This is an optimization exercise on Yosys and OpenROAD, whose aim is small area and a short achievable clock period, not a production implementation.
Only simulation tests tie the RTL to the original design; equivalence was not proved.

$ cat flow/design.v
`timescale 1ns / 1ps
module PE(IP_Up, IP_Left, Clk, Reset, OP_Down, OP_Right, Result);
	input [31:0] IP_Up, IP_Left;
	output reg [31:0] OP_Down, OP_Right;
	input Clk, Reset;
	output reg [63:0] Result;
	wire [63:0] Mult;
	always @(posedge Reset or posedge Clk) begin
		if(Reset) begin
			Result <= 0;
			OP_Right <= 0;
			OP_Down <= 0;
		end
		else begin
			Result <= Result + Mult;
			OP_Right <= IP_Left;
			OP_Down <= IP_Up;
		end
	end
	assign Mult = IP_Up*IP_Left;
endmodule
`timescale 1ns / 1ps
module Systolic_Array(IP_Left0, IP_Left4, IP_Left8, IP_Left12,
		      IP_Up0, IP_Up1, IP_Up2, IP_Up3,Result0, 
		      Result1, Result2, Result3, Result4, Result5, Result6, Result7, 
		      Result8, Result9, Result10, Result11, Result12, Result13, Result14, Result15
		      ,Clk, Reset, Done);
	input [31:0] IP_Left0, IP_Left4, IP_Left8, IP_Left12,
		      IP_Up0, IP_Up1, IP_Up2, IP_Up3;
	output reg Done;
	output [63:0] Result0, Result1, Result2, Result3, Result4, Result5, 
	Result6, Result7, Result8, Result9, Result10, Result11, Result12, Result13, Result14, Result15;
	input Clk, Reset;
	reg [3:0] Count;
	wire [31:0] IP_Up0, IP_Up1, IP_Up2, IP_Up3;
	wire [31:0] IP_Left0, IP_Left4, IP_Left8, IP_Left12;
	wire [31:0] OP_Down0, OP_Down1, OP_Down2, OP_Down3, OP_Down4, OP_Down5, OP_Down6, OP_Down7, OP_Down8, OP_Down9, OP_Down10, OP_Down11, OP_Down12, OP_Down13, OP_Down14, OP_Down15;
	wire [31:0] OP_Right0, OP_Right1, OP_Right2, OP_Right3, OP_Right4, OP_Right5, OP_Right6, OP_Right7, OP_Right8, OP_Right9, OP_Right10, OP_Right11, OP_Right12, OP_Right13, OP_Right14, OP_Right15;
	PE P0 (IP_Up0, IP_Left0, Clk, Reset, OP_Down0, OP_Right0, Result0);
	PE P1 (IP_Up1, OP_Right0, Clk, Reset, OP_Down1, OP_Right1, Result1);
	PE P2 (IP_Up2, OP_Right1, Clk, Reset, OP_Down2, OP_Right2, Result2);
	PE P3 (IP_Up3, OP_Right2, Clk, Reset, OP_Down3, OP_Right3, Result3);
	PE P4 (OP_Down0, IP_Left4, Clk, Reset, OP_Down4, OP_Right4, Result4);
	PE P8 (OP_Down4, IP_Left8, Clk, Reset, OP_Down8, OP_Right8, Result8);
	PE P12 (OP_Down8, IP_Left12, Clk, Reset, OP_Down12, OP_Right12, Result12);
	PE P5 (OP_Down1, OP_Right4, Clk, Reset, OP_Down5, OP_Right5, Result5);
	PE P6 (OP_Down2, OP_Right5, Clk, Reset, OP_Down6, OP_Right6, Result6);
	PE P7 (OP_Down3, OP_Right6, Clk, Reset, OP_Down7, OP_Right7, Result7);
	PE P9 (OP_Down5, OP_Right8, Clk, Reset, OP_Down9, OP_Right9, Result9);
	PE P10 (OP_Down6, OP_Right9, Clk, Reset, OP_Down10, OP_Right10, Result10);
	PE P11 (OP_Down7, OP_Right10, Clk, Reset, OP_Down11, OP_Right11, Result11);
	PE P13 (OP_Down9, OP_Right12, Clk, Reset, OP_Down13, OP_Right13, Result13);
	PE P14 (OP_Down10, OP_Right13, Clk, Reset, OP_Down14, OP_Right14, Result14);
	PE P15 (OP_Down11, OP_Right14, Clk, Reset, OP_Down15, OP_Right15, Result15);
	always @(posedge Clk or posedge Reset) begin
		if(Reset) begin
			Done <= 0;
			Count <= 0;
		end
		else begin
			if(Count == 9) begin
				Done <= 1;
				Count <= 0;
			end
			else begin
				Done <= 0;
				Count <= Count + 1;
			end
		end	
	end 
endmodule
$ cat flow/constraint.sdc
create_clock -name core_clock -period 14.0 [get_ports {Clk}]
set_input_delay 2.8000 -clock core_clock [delete_from_list [all_inputs] [get_ports {Clk}]]
set_output_delay 2.8000 -clock core_clock [all_outputs]
set_load 0.01 [all_outputs]
$ cat flow/run.sh
#!/bin/bash
# synth_recipe.tcl (not shown) runs the flow's synth.tcl, then flattens the netlist and writes it again
# the make line also repeats each setting of config.mk as NAME=value (left out here)
make -C /OpenROAD-flow-scripts/flow DESIGN_CONFIG=/design/flow/config.mk WORK_HOME=/design/flow/orfs CLKGATE_MAP_FILE= SYNTH_SCRIPT=/design/flow/synth_recipe.tcl finish
$ cat flow/config.mk
export PLATFORM = sky130hd
export DESIGN_NAME = Systolic_Array
export DESIGN_NICKNAME = Systolic_Array
export VERILOG_FILES = /design/flow/design.v
export SDC_FILE = /design/flow/constraint.sdc
export NUM_CORES = 8
export LEC_CHECK = 0
export CAP_MARGIN = 20
export CORE_MARGIN = 2
export CORE_UTILIZATION = 40
export SLEW_MARGIN = 20
==> impl_metrics.ini <==
[status]
status = finished clean

[setup_path]
crit_slowest_cell = clkdlybuf4s50_1
r2r-start = P7.OP_Down[25]
rrSetupSlack_ns = 4.14
critPathCaptureType = flop
setup.worst_path.class = primary input to flop
crit_family = adder cells
cp_num_buf_inv = 7
crit_path_frequent_cell = fa_1
reg2regPathDepth = 27
reg2reg_to = P11.Result[62]
cp.arrival_ns = 12.50
start_kind = primary input
crit_fanout = 19
slowest_delay_ns = 1.20
required_ns = 14.99

[clocking]
cts_buffers = 302
htree_levels = 5
path_clk_slew_ns = 0.05
cts_resized = 0
cts.sinks = 1797
cts_setup_buffers = 0
clock_latency_ns = 1.14
cts_hold_buf = 0
clk_path_buf_depth = 5
cts_tree = yes
cts-root-buf = clkbuf_16

[worst_hold_path]
min_path_type = flop to flop
hp-start = P1.OP_Down[11]
min_path_cells = 0
min_to = P5.OP_Down[11]

[route]
post_drt_via_cell_ratio = 5.070
first_iter_violations = 28554
wl_per_cell_microns = 23.37
drtPass1Iterations = 6
via_count = 423743
drc = 0
routed_wl_microns = 1953000
ant_nets = 0

[logic_synthesis]
synth.avg_cell_area_sq_um = 9.302
synthTopCellsByArea = fa_1 51%, inv_1 11%, ha_1 8.2%
synth.ff_latch_count = 1797
synth_top_cell_by_area = fa_1
synth-edff-count = 0
ys.flop_type = dfrtp_1
yosys.area.top_type_share = 0.5148
synthArstFlopShare = 1.000
synth.distinct_cells = 94
synth_area_sq_mm = 0.5967
yosysWarnings = 2
postSynthCellCount = 64146
syn-num-nets = 83636
ys_seq_area_frac = 0.07536

[timing]
fin_crit_sh = 0.8222
min_period_ns = 11.51
hold_viol = 0
skew_ns = 0.08929
tns_ns = 0
finalMaxSlewViolations = 0
setup_violations = 0
max-slew-margin-rel = 0.1946
worst_pin_slew_ns = 1.204
grt_setup_unrepaired = no
max_freq_mhz = 86.88

[layout]
utilization = 0.4305
drive_above_1_share = 0.03176
final_nets = 82859
fillCellCount = 145711
areaGrowthSynthToFinish_pct = 7.337

[floorplan]
design.die.area_sq_mm = 1.501
ios = 1283
die_w_microns = 1225
fp.coreArea_sq_mm = 1.488
row_count = 448
initial_core_util = 0.4011
die_h_microns = 1225

[grt]
grt_max_degree = 123
overflow = 0
grt_first_pass_wirelength_microns = 2988000
antenna_found_initial = 168
grt_pass1_vias = 466379
grt_usage = 0.2655

[placement]
gp_congestion = 0.9318
hpwlAfterDp_microns = 1540000
io_buffers = 1282

[job]
max_cap_violations = 0
==> per-layer routing <==
layer / GRT usage / share of wire
met5: 0.00009417 / 0.00014
met3: 0.06567 / 0.088
met2: 0.4171 / 0.45
met4: 0.1495 / 0.070
met1: 0.3364 / 0.39
==> final cells by class <==
class | instances | area (sq um) | area share
clock buffer | 376 | 8307 | 0.01297
timing repair buffer | 2299 | 20220 | 0.03157
tap | 19800 | 24770 | 0.03868
sequential | 1797 | 45380 | 0.07085
clock inverter | 164 | 2301 | 0.003593
antenna | 172 | 430.4 | 0.0006720
inverter | 17082 | 64120 | 0.1001
multi-input combinational | 41887 | 474900 | 0.7415
==> stage by stage <==
step	worst slack (ns)	cells	instance area, sq um	hold slack (ns)
2_1_floorplan	-13.73	64146	596700	0.4125
4_1_cts	2.813	83403	640000	0.3758
3_5_place_dp	1.643	82863	629400	0.3635
6_report	2.490	83577	640500	0.3729
3_3_place_gp	1.439	82862	629400	0.3647
5_1_grt	2.371	83490	640200	0.3958
==> cell families after synthesis <==
kind of cell	share of synthesized area
buf+inv	0.1287
fa+ha+maj	0.5963
simple gates	0.1513
compound gates	0.03351
flops	0.07536
xor+xnor	0.01471
mux	0.00006711
==> worst max path at each step <==
stage | start | end | slack, ns | cells past startpoint
floorplan | Reset | Count[0] | -13.73 | 1
global placement | IP_Up2[13] | P2.Result[60] | 1.44 | 30
detailed placement | IP_Up3[8] | P3.Result[61] | 1.64 | 26
CTS | IP_Up3[8] | P3.Result[61] | 2.81 | 26
global route | IP_Up3[8] | P3.Result[61] | 2.37 | 26
finish | IP_Left4[15] | P4.Result[62] | 2.49 | 27
==> cell usage in the layout, fill, tap and decap left out, drive strengths merged, types with 39 or more instances in the layout <==
cell	Yosys	layout
nor3	117	117
dfrtp	1797	1797
xnor2	644	644
nor4	40	40
a21oi	1035	1035
diode	0	172
o31ai	52	52
clkbuf	3371	377
o21bai	161	161
nand2	9688	9688
a21o	597	597
nand3	169	169
nand2b	88	88
inv	17082	17100
o211ai	42	42
buf	9	1111
o21a	103	103
fa	15344	15344
nand4	229	229
a21boi	39	39
clkdlybuf4s50	0	1187
o21ai	544	544
a211oi	100	100
clkinv	0	72
bufinv	0	48
nor2b	110	110
and2	7399	7399
ha	3888	3888
a31oi	103	103
xor2	358	358
and3	79	79
nor2	503	503
==> worst reg2reg max path, stage by stage, from the launching register on <==
cell	delay, ns
dfrtp_2	0.59
buf_4	0.56
nand2_1	0.21
fa_1	0.52
fa_1	0.55
inv_1	0.06
fa_1	0.48
inv_1	0.07
fa_1	0.53
inv_1	0.05
fa_1	0.48
fa_1	0.51
fa_1	0.50
inv_1	0.05
fa_1	0.48
inv_1	0.05
ha_1	0.39
a21oi_1	0.30
o211ai_1	0.17
a221oi_1	0.49
o211a_1	0.24
nor2_1	0.09
o41ai_2	0.83
o21ai_1	0.29
a211oi_2	0.46
a31oi_1	0.23
a221oi_1	0.42
xnor2_1	0.16
==> synth_stat cells (15+ instances only) <==
master	count
o21ai_1	98
inv_1	17082
dfrtp_1	1797
a221oi_1	31
o221ai_1	21
nand2_1	9688
a221o_1	22
o21bai_1	161
a41oi_1	27
a21oi_1	1034
nor2b_1	110
o21a_1	103
and3_1	79
nor4_1	39
o31ai_1	52
xor2_1	358
nand2b_1	88
o31a_1	16
a311oi_1	15
clkbuf_1	3371
nor3_1	117
nand4_1	229
nor2_1	503
a21boi_0	29
xnor2_1	644
ha_1	3888
nand3_1	169
and2_1	7398
a211oi_1	95
fa_1	15344
a2111oi_0	16
a211o_1	25
a31oi_1	101
or3_1	20
o211ai_1	42
a21o_1	597
or2_2	23
and4_1	32
o21ai_0	445
a31o_2	22

separate check: timing with driven ports:
In the flow no input, the clock included, has a driving cell. The finished layout below was timed again as built, in two steps.
Step 1 (the two cells are an assumption about what drives the block):
set clk [get_ports {Clk}]
set_driving_cell -lib_cell sky130_fd_sc_hd__clkbuf_16 $clk
set_driving_cell -lib_cell sky130_fd_sc_hd__buf_2 [delete_from_list [all_inputs] $clk]
Step 2 moves the port delays by t, midway between the first and last clock arrival at a register: inputs arrive t later, outputs are due t later. That takes back most of the time a late clock gives input paths.
Slacks: ideal / step 1 / step 2; pairs: ideal / step 1.
t (ns): 1.282
slack for setup (ns): 2.490 / 2.570 / 1.287
worst hold slack (ns): 0.373 / 0.373 / 0.373
worst setup path at the end: input to register
pins driven straight from the clock port: 1
After both steps setup and hold are still met in this run. The setup slack of this run moves by +0.080 ns with the drivers and by -1.203 ns with both steps.
